This design comes from an exercise in tuning for small area, a short achievable clock period and few clock cycles per item on the open sky130 flow, not from production work.
The RTL was checked by simulation tests, not by an equivalence proof against the original design.

== run 1 ==
==> flow/design.v (excerpt) <==
module axis_averaging_filter #(
    parameter R_I=5, C_I=5, W_I=8, R_K=3, C_K=3,
              DEPTH = $clog2(R_K*C_K),
              LATENCY = DEPTH + 1)(
    input                       clk, rstn,
    output                      s_axis_averaging_ready,
    input                       s_axis_averaging_valid,
    input  [R_I*C_I*W_I-1:0]    s_axis_averaging_data,
    input                       m_axis_averaging_ready,
    output                      m_axis_averaging_valid,
    output [R_I*C_I*W_I-1:0]    m_axis_averaging_data
);
Size: ~2400 cells after synthesis, roughly 270 flip-flops, roughly 0.026 sq mm of cells after synthesis.
clock: 8.5 ns
lec_check: 0
cap_margin: 20
core_margin: 2
core_utilization: 55
cts_buf_list: sky130_fd_sc_hd__clkbuf_4 sky130_fd_sc_hd__clkbuf_8
setup_slack_margin: 1.3
slew_margin: 20
standard.sh (not shown) runs the stock make flow with config.mk's settings and CLKGATE_MAP_FILE= SYNTH_SCRIPT=/design/flow/synth_recipe.tcl, a recipe that flattens the netlist after the stock synthesis.
==> flow/flow/run.sh <==
#!/bin/bash
# Layout flow: the standard ORFS flow (standard.sh), except that
#  - the combinational leaf modules listed in flow/premap.json are mapped to
#    cells first (premap.py) and handed to the standard synthesis as fixed
#    netlists; registers and all other logic go through standard synthesis;
#  - the port buffers are sky130_fd_sc_hd__buf_1 cells.
# Each tool's output goes to a log file in this folder.
set -uo pipefail
cd "$(dirname "$0")/.."
if ! python3 flow/premap.py > premap.log 2>&1; then
    echo "premap failed, using the design as is" >> premap.log
    cp design.v design_premapped.v
fi
bash standard.sh VERILOG_FILES=$PWD/design_premapped.v \
    BUFFER_PORTS_ARGS="-buffer_cell sky130_fd_sc_hd__buf_1" > standard.log 2>&1
Other scripts of this flow, unchanged in this note and not shown: flow/flow/div9_w10.v, flow/flow/div9_w11.v, flow/flow/div9_w11p.v, flow/flow/div9_w12p.v, flow/flow/premap.json, flow/flow/premap.py
Testbench counts of run 1, summed over its fixed seeds: cycles 2,056, items 2,048.
--- input diff run 1..run 2 ---
Settings: CORE_UTILIZATION now 65, was 55.
## What came out
Between run 1 and run 2, worst stage delay on the critical path increased.
Against run 1, run 2 reports a final worst hold slack that is lower.
Relative to run 1, the final critical-path required period of run 2 is lower by 18 ps.
Run 2 and run 1 ended up with roughly the same endpoint required time on the critical path.
Here is what was changed in the inputs of run 3 compared with run 2.
Settings: removing SETUP_SLACK_MARGIN (formerly 1.3); changing CORE_UTILIZATION from 65 to 55.
### Flow results
Run 3 closes out successfully: all stages finished, all timing, DRC and antenna checks passed.
Logic depth of the worst path, buffers included (higher): run 3
Sort run 3 and run 2 by instance area at placement asc -> top: run 3
Against run 2 as the reference, run 3 delivers a higher cell count.
Run 3 has less setup slack than run 2.
Number of antenna violations at the first check in global routing, run 3 and run 2: higher on run 3
Layout buffering overhead excluding clock cells: run 3 vs run 2 down 0.23 points
Delta (run 3 minus run 2): clock buffer count from CTS increased by 2 relative to the old numbers, minimum clock period increased by 820 ps relative to the old numbers.
Relative to run 3, the following input files were edited for run 4:
Settings: putting CTS_CLUSTER_SIZE at 40 where nothing was set; putting SETUP_SLACK_MARGIN at 1.3 where nothing was set; swapping sky130_fd_sc_hd__clkbuf_4 sky130_fd_sc_hd__clkbuf_8 for sky130_fd_sc_hd__clkbuf_4 in CTS_BUF_LIST.
[summary]
- The critical path launch point comes out SKID.m_data[86] in one run and SKID.m_data[144] in the other, namely in run 4 and run 3 respectively.
- Run 4: all stages complete, timing, DRC and antenna checks passed
- Compared with run 3, in run 4 summed instance area of the synthesized netlist comparable, routed length per placed instance comparable, worst setup timing slack at the placement stage now larger.
For run 5, these inputs were changed with respect to run 4:
Settings: SETUP_SLACK_MARGIN now 2.0, was 1.3; CTS_BUF_LIST now sky130_fd_sc_hd__clkbuf_4 sky130_fd_sc_hd__clkbuf_8, was sky130_fd_sc_hd__clkbuf_4; CTS_CLUSTER_SIZE no longer set, was 40.
Findings:
Run 5 | stages: all done | timing, DRC, antenna: all pass
Count of cell types in the netlist came out exactly the same in run 5 and run 4.
Half-perimeter wire length after detailed placement essentially unchanged between run 5 and run 4.
Lower achievable clock frequency was reported by run 4, not run 5.
Comparing run 5 with run 4, the well-tap cell count came out essentially unchanged.
Against run 4, run 5 comes in 1 higher on combined buffer and inverter count along the critical path.
Setup WNS run 4 -> run 5: better
Against run 4, run 5 comes in 24 points higher on share of cells above drive strength 1.

* * *

Another version of the RTL of axis_averaging_filter (not shown whole).
Size in the first run: roughly 2,100 cells after synthesis, about 280 flip-flops, roughly 410 I/O pins, about 0.026 mm^2 of cells after synthesis.
==> flow/config.mk <==
export PLATFORM = sky130hd
export DESIGN_NAME = axis_averaging_filter
export DESIGN_NICKNAME = axis_averaging_filter
export VERILOG_FILES = /design/flow/design.v
export SDC_FILE = /design/flow/constraint.sdc
export NUM_CORES = 8
export LEC_CHECK = 0
export CAP_MARGIN = 20
export CORE_MARGIN = 2
export CORE_UTILIZATION = 55
export CTS_BUF_LIST = sky130_fd_sc_hd__clkbuf_4 sky130_fd_sc_hd__clkbuf_8
export SLEW_MARGIN = 20
==> flow/constraint.sdc <==
create_clock -name core_clock -period 8.5 [get_ports {clk}]
set_input_delay 1.7000 -clock core_clock [delete_from_list [all_inputs] [get_ports {clk}]]
set_output_delay 1.7000 -clock core_clock [all_outputs]
set_load 0.01 [all_outputs]
==> flow/flow/premap.json <==
{
  "fa": {"ports": "input a, input b, input c, output s, output co",
         "cell": "sky130_fd_sc_hd__fa_1", "pins": {"A": "a", "B": "b", "CIN": "c", "SUM": "s", "COUT": "co"}},
  "ha": {"ports": "input a, input b, output s, output co",
         "cell": "sky130_fd_sc_hd__ha_1", "pins": {"A": "a", "B": "b", "SUM": "s", "COUT": "co"}},
  "div9_w10": {"abc": ["strash", "&get -n", "&deepsyn -T 60 -S 1", "&put", "dch -f", "&get -n", "&nf -R 1000", "&put"]},
  "div9_w11": {"abc": ["strash", "&get -n", "&deepsyn -T 60 -S 1", "&put", "dch -f", "&get -n", "&nf -R 1000", "&put"]},
  "div9_w12": {"abc": ["strash", "&get -n", "&deepsyn -T 60 -S 1", "&put", "dch -f", "&get -n", "&nf -R 1000", "&put"]}
}
Scripts as last shown in full above: flow/flow/run.sh
Other scripts of this flow, unchanged in this note and not shown: flow/flow/premap.py
The baseline finished clean.
Testbench counts at the start, summed over its fixed seeds: cycles 2,056, items 2,048.
Then changed:
CORE_UTILIZATION = 40   (was 55)
CTS_BUF_LIST = not set   (was sky130_fd_sc_hd__clkbuf_4 sky130_fd_sc_hd__clkbuf_8)
SETUP_SLACK_MARGIN = 1.5   (was not set)
Final area grows by about 34%.
Routed wire length grows by about 38%.
Worst setup slack is better by 0.54 ns.
Cell count is higher by 28%.
Core utilization shrinks by 1.7 points.
Non-clock buffer count came out higher by 707.
Synthesized area stays the same.
Critical path depth grows by 3.
Then changed:
==> flow/flow/premap.json (replaced) <==
{
  "fa": {"ports": "input a, input b, input c, output s, output co",
         "cell": "sky130_fd_sc_hd__fa_1", "pins": {"A": "a", "B": "b", "CIN": "c", "SUM": "s", "COUT": "co"}},
  "ha": {"ports": "input a, input b, output s, output co",
         "cell": "sky130_fd_sc_hd__ha_1", "pins": {"A": "a", "B": "b", "SUM": "s", "COUT": "co"}},
  "div9_w10": {"abc": ["strash", "&get -n", "&deepsyn -T 60 -S 1", "&put", "dch -f", "map -D 3200", "topo"]},
  "div9_w11": {"abc": ["strash", "&get -n", "&deepsyn -T 60 -S 1", "&put", "dch -f", "map -D 3200", "topo"]},
  "div9_w12": {"abc": ["strash", "&get -n", "&deepsyn -T 60 -S 1", "&put", "dch -f", "map -D 3200", "topo"]}
}
SETUP_SLACK_MARGIN = not set   (was 1.5)
=>
- sequential share of layout area rises by 6.2 points
- routed wire length falls by 17%
- worst hold slack improves by 0.020 ns
- die area rises by 2.7%

* * *

axis_averaging_filter with an RTL version that a note above also has.
Size: ~26,000 µm² of cells after synthesis.
Design axis_averaging_filter, start of the top module:
module axis_averaging_filter #(
    parameter R_I=5, C_I=5, W_I=8, R_K=3, C_K=3,
              DEPTH = $clog2(R_K*C_K),
              LATENCY = DEPTH + 1)(
    input                       clk, rstn,
    output                      s_axis_averaging_ready,
    input                       s_axis_averaging_valid,
    input  [R_I*C_I*W_I-1:0]    s_axis_averaging_data,
    input                       m_axis_averaging_ready,
    output                      m_axis_averaging_valid,
    output [R_I*C_I*W_I-1:0]    m_axis_averaging_data
);
Settings: LEC_CHECK=0, CAP_MARGIN=20, CORE_MARGIN=2, CORE_UTILIZATION=55, CTS_BUF_LIST=sky130_fd_sc_hd__clkbuf_4 sky130_fd_sc_hd__clkbuf_8, SETUP_SLACK_MARGIN=1.6, SLEW_MARGIN=20; clock period 8.5 ns.
Scripts as last shown in full above: flow/flow/run.sh
Other scripts of this flow, unchanged in this note and not shown: flow/flow/div9_w10.v, flow/flow/div9_w11.v, flow/flow/div9_w11p.v, flow/flow/div9_w12p.v, flow/flow/premap.json, flow/flow/premap.py
Testbench counts at the start, summed over its fixed seeds: cycles 2,056, items 2,048.
Rerun with:
CORE_UTILIZATION = 65   (was 55)
PLACE_DENSITY = 0.8   (was not set)
SETUP_SLACK_MARGIN = 1.3   (was 1.6)
Effect: Fmax shrinks by 5.8%. Worst setup slack degrades by 420 ps. Via count grows by 2.4%.

* * *

== run M ==
axis_averaging_filter, a different RTL version from the one above (not shown whole).
Size: ~270 flip-flops, about 26000 µm² of cells after synthesis.
// axis_averaging_filter
module axis_averaging_filter #(
    parameter R_I=5, C_I=5, W_I=8, R_K=3, C_K=3,
              DEPTH = $clog2(R_K*C_K),
              LATENCY = DEPTH + 1)(
    input                       clk, rstn,
    output                      s_axis_averaging_ready,
    input                       s_axis_averaging_valid,
    input  [R_I*C_I*W_I-1:0]    s_axis_averaging_data,
    input                       m_axis_averaging_ready,
    output                      m_axis_averaging_valid,
    output [R_I*C_I*W_I-1:0]    m_axis_averaging_data
);
Settings: LEC_CHECK=0, CAP_MARGIN=20, CORE_MARGIN=2, CORE_UTILIZATION=55, CTS_BUF_LIST=sky130_fd_sc_hd__clkbuf_8, CTS_CLUSTER_DIAMETER=60, CTS_CLUSTER_SIZE=15, SETUP_SLACK_MARGIN=1.5, SLEW_MARGIN=20; clock period 8.5 ns.
Scripts as last shown in full above: flow/flow/run.sh
Other scripts of this flow, unchanged in this note and not shown: flow/flow/div9_w10.v, flow/flow/div9_w11.v, flow/flow/div9_w11p.v, flow/flow/div9_w12p.v, flow/flow/premap.json, flow/flow/premap.py
Testbench counts of run M, summed over its fixed seeds: cycles 2,056, items 2,048.
What run E does differently from run M at the input level:
-- flow/config.mk --
<<< run M, line 11
export CTS_BUF_LIST = sky130_fd_sc_hd__clkbuf_8
export CTS_CLUSTER_DIAMETER = 60
export CTS_CLUSTER_SIZE = 15
export SETUP_SLACK_MARGIN = 1.5
export SLEW_MARGIN = 20
>>> run E, line 11
export CTS_BUF_LIST = sky130_fd_sc_hd__clkbuf_8
export CTS_CLUSTER_DIAMETER = 65
export CTS_CLUSTER_SIZE = 17
export SETUP_SLACK_MARGIN = 1.7
export SLEW_MARGIN = 20
==> run notes <==
- Going from run M to run E, the synthesis-to-layout area growth was found to have gone up by 2.3 points.
- Run M → run E: worst slack at placement went up 230 ps; fmax +about 3.2%.
- Every run in the comparison, run M and run E, completed the flow with a clean layout.
- Of run M and run E, run E shows the higher ratio of cells with drive above 1 in the final layout, with run M below it.
- Changes observed in run E relative to run M: area of the core region essentially unchanged, shortest period the worst path allows decreased 210 ps, initial detailed-routing violation count decreased 7.0%, worst setup slack increased 210 ps.

* * *

yarrow:
axis_averaging_filter again, from the RTL that the note above started with.
export LEC_CHECK = 0
export CAP_MARGIN = 5
export CORE_MARGIN = 2
export CORE_UTILIZATION = 55
export CTS_BUF_LIST = sky130_fd_sc_hd__clkbuf_8
export CTS_CLUSTER_DIAMETER = 60
export CTS_CLUSTER_SIZE = 15
export SETUP_SLACK_MARGIN = 1.7
export SLEW_MARGIN = 5
create_clock -name core_clock -period 8.5 [get_ports {clk}]
Scripts as last shown in full above: flow/flow/run.sh
Other scripts of this flow, unchanged in this note and not shown: flow/flow/div9_w10.v, flow/flow/div9_w11.v, flow/flow/div9_w11p.v, flow/flow/div9_w12p.v, flow/flow/premap.json, flow/flow/premap.py
Testbench counts of yarrow, summed over its fixed seeds: cycles 2,056, items 2,048.
Here is what was changed in the inputs of pepper compared with yarrow.
Settings: a change of SETUP_SLACK_MARGIN from 1.7 to 1.3; a change of CAP_MARGIN from 5 to 20; a change of SLEW_MARGIN from 5 to 20.
--- outcome ---
- pepper finished every stage and its layout cleared the timing, DRC and antenna checks.
- Largest clock skew in the final design: pepper vs yarrow up 16 ps
- Final critical-path required period: pepper > yarrow
- On cell count, yarrow and pepper are basically level.
- Hold slack of yarrow is on par with pepper.
- pepper — peak fanout along the critical path 2 higher, yarrow as reference
Setup changes, pepper to amber
Settings: swapping 1.3 for 1.6 in SETUP_SLACK_MARGIN.
==> comparison <==
- Lower worst setup slack was reported by pepper, not amber.
- For routing usage on met3, amber and pepper come out practically identical.
- Against pepper, net count reported at finish in amber rose slightly.
Input changes introduced in maple (baseline for comparison: amber):
Settings: SETUP_SLACK_MARGIN: 1.6 -> 1.9.
Results
Going from amber to maple, slack of the critical path +270 ps. Between amber and maple, via count of the first global-routing pass is higher for maple, amber comes in under that. [compare] base=amber new=maple: final cell count +84, wire length after detailed routing +3.7%.
Modified inputs, xenon compared to maple
Settings: SETUP_SLACK_MARGIN changed from 1.9 to 2.1.
==> run notes <==
- [compare] base=maple new=xenon: routed wire length on met2 went up; total number of vias went up; number of slew-limit violations in the final report did not really move; fmax did not really move; stage delay of the slowest cell on the critical path went up.
- xenon: post-synthesis to final-layout area growth 7.7 points above maple

* * *

== the reference run ==
axis_averaging_filter with an RTL version that a note above also has.
Size: ~2500 cells after synthesis, roughly 280 flip-flops, ~410 I/O pins, about 0.027 mm² of cells after synthesis.
Settings: LEC_CHECK=0, CAP_MARGIN=20, CORE_MARGIN=2, CORE_UTILIZATION=55, CTS_BUF_LIST=sky130_fd_sc_hd__clkbuf_4 sky130_fd_sc_hd__clkbuf_8, SLEW_MARGIN=20; clock period 8.5 ns.
==> flow/flow/premap.json <==
{
  "fa": {"ports": "input a, input b, input c, output s, output co",
         "cell": "sky130_fd_sc_hd__fa_1", "pins": {"A": "a", "B": "b", "CIN": "c", "SUM": "s", "COUT": "co"}},
  "ha": {"ports": "input a, input b, output s, output co",
         "cell": "sky130_fd_sc_hd__ha_1", "pins": {"A": "a", "B": "b", "SUM": "s", "COUT": "co"}},
  "div9_w10": {"abc": ["strash", "&get -n", "&deepsyn -T 60 -S 1", "&put", "dch -f", "map -D 3200", "topo"]},
  "div9_w11": {"abc": ["strash", "&get -n", "&deepsyn -T 60 -S 1", "&put", "dch -f", "map -D 3200", "topo"]},
  "div9_w12": {"abc": ["strash", "&get -n", "&deepsyn -T 60 -S 1", "&put", "dch -f", "map -D 3200", "topo"]}
}
Scripts as last shown in full above: flow/flow/run.sh
Other scripts of this flow, unchanged in this note and not shown: flow/flow/premap.py
The reference run reached the end of the flow, and the finished layout is clean on the timing, DRC and antenna checks.
Testbench counts of the reference run, summed over its fixed seeds: cycles 2,056, items 2,048.
## Diff of input files: the trial run against the reference run
# the reference run
export LEC_CHECK = 0
export CAP_MARGIN = 20
export CORE_MARGIN = 2
export CORE_UTILIZATION = 55
export CTS_BUF_LIST = sky130_fd_sc_hd__clkbuf_4 sky130_fd_sc_hd__clkbuf_8
export SLEW_MARGIN = 20
create_clock -name core_clock -period 8.5 [get_ports {clk}]
# the trial run
export LEC_CHECK = 0
export CAP_MARGIN = 20
export CORE_MARGIN = 2
export CORE_UTILIZATION = 40
export SLEW_MARGIN = 20
create_clock -name core_clock -period 8.5 [get_ports {clk}]
==> flow/flow/premap.json <==
{
  "fa": {"ports": "input a, input b, input c, output s, output co",
         "cell": "sky130_fd_sc_hd__fa_1", "pins": {"A": "a", "B": "b", "CIN": "c", "SUM": "s", "COUT": "co"}},
  "ha": {"ports": "input a, input b, output s, output co",
         "cell": "sky130_fd_sc_hd__ha_1", "pins": {"A": "a", "B": "b", "SUM": "s", "COUT": "co"}},
  "div9_w10": {"abc": ["strash", "&get -n", "&deepsyn -T 60 -S 1", "&put", "dch -f", "&get -n", "&nf -R 1000", "&put"]},
  "div9_w11": {"abc": ["strash", "&get -n", "&deepsyn -T 60 -S 1", "&put", "dch -f", "&get -n", "&nf -R 1000", "&put"]},
  "div9_w12": {"abc": ["strash", "&get -n", "&deepsyn -T 60 -S 1", "&put", "dch -f", "&get -n", "&nf -R 1000", "&put"]}
}
Notes after the runs:
Compared with the reference run, the trial run shows a weighted congestion at the end of routability-driven global placement that is about 3% lower.
Shortest clock period the worst path allows after layout: the trial run vs the reference run up 0.59 ns
Fraction of the mapped netlist area in compound gates on the trial run is up relative to the reference run.
Looking at cell with the biggest individual delay on the critical path, the a21boi_0 result is from the reference run; the edfxtp_1 one comes from the trial run.
Relative to the reference run, the final worst-path setup slack of the trial run is lower by 0.59 ns.
Compared to the reference run, the routing of the trial run uses more wire.

what the ideal ports hide:
The flow's constraints put no driver on any port. The routed layouts listed below were extracted and timed again, unchanged, in two steps.
Step 1 (the two cells are an assumption about what drives the block):
set clk [get_ports {clk}]
set_driving_cell -lib_cell sky130_fd_sc_hd__clkbuf_16 $clk
set_driving_cell -lib_cell sky130_fd_sc_hd__buf_2 [delete_from_list [all_inputs] $clk]
Step 2 moves the port delays by t, midway between the first and last clock arrival at a register: inputs arrive t later, outputs are due t later. That takes back most of the time a late clock gives input paths.
Slacks: no drivers / after step 1 / after step 2; pairs: no drivers / after step 1.
| run | shift t [ns] | setup slack, ns | worst setup path after step 2 |
|---|---|---|---|
| run 1 | 0.684 | 1.396 / 1.433 / 0.749 | input to register |
| run 2 | 0.682 | 1.414 / 1.419 / 0.746 | input to register |
| run 3 | 0.686 | 0.593 / 0.534 / 0.342 | input to register |
| run 4 | 0.861 | 1.320 / 1.262 / 0.679 | input to register |
| run 5 | 0.694 | 1.558 / 1.500 / 1.050 | input to register |
| the first run of note 2 | 0.701 | 0.299 / 0.236 / 0.200 | input to register |
| the second run of note 2 | 0.615 | 0.843 / 0.778 / 0.671 | input to register |
| the third run of note 2 | 0.613 | 0.793 / 0.835 / 0.222 | input to register |
| the first run of note 3 | 0.698 | 1.646 / 1.665 / 0.967 | input to register |
| the second run of note 3 | 0.698 | 1.223 / 1.167 / 0.708 | input to register |
| run M | 0.688 | 1.613 / 1.622 / 0.959 | input to register |
| run E | 0.662 | 1.827 / 1.833 / 1.192 | input to register |
| yarrow | 0.682 | 1.791 / 1.820 / 1.137 | input to register |
| pepper | 0.684 | 1.413 / 1.437 / 0.765 | input to register |
| amber | 0.714 | 1.670 / 1.706 / 0.992 | input to register |
| maple | 0.709 | 1.936 / 1.878 / 1.271 | input to register |
| xenon | 0.701 | 1.945 / 1.886 / 1.395 | input to register |
| the reference run | 0.705 | 0.856 / 0.793 / 0.176 | input to register |
| the trial run | 0.617 | 0.269 / 0.211 / 0.135 | input to register |
After both steps every run listed still meets setup and hold. For the reference run, which loses most, drivers alone change the setup slack by -0.063 ns; drivers and shift together by -0.680 ns.
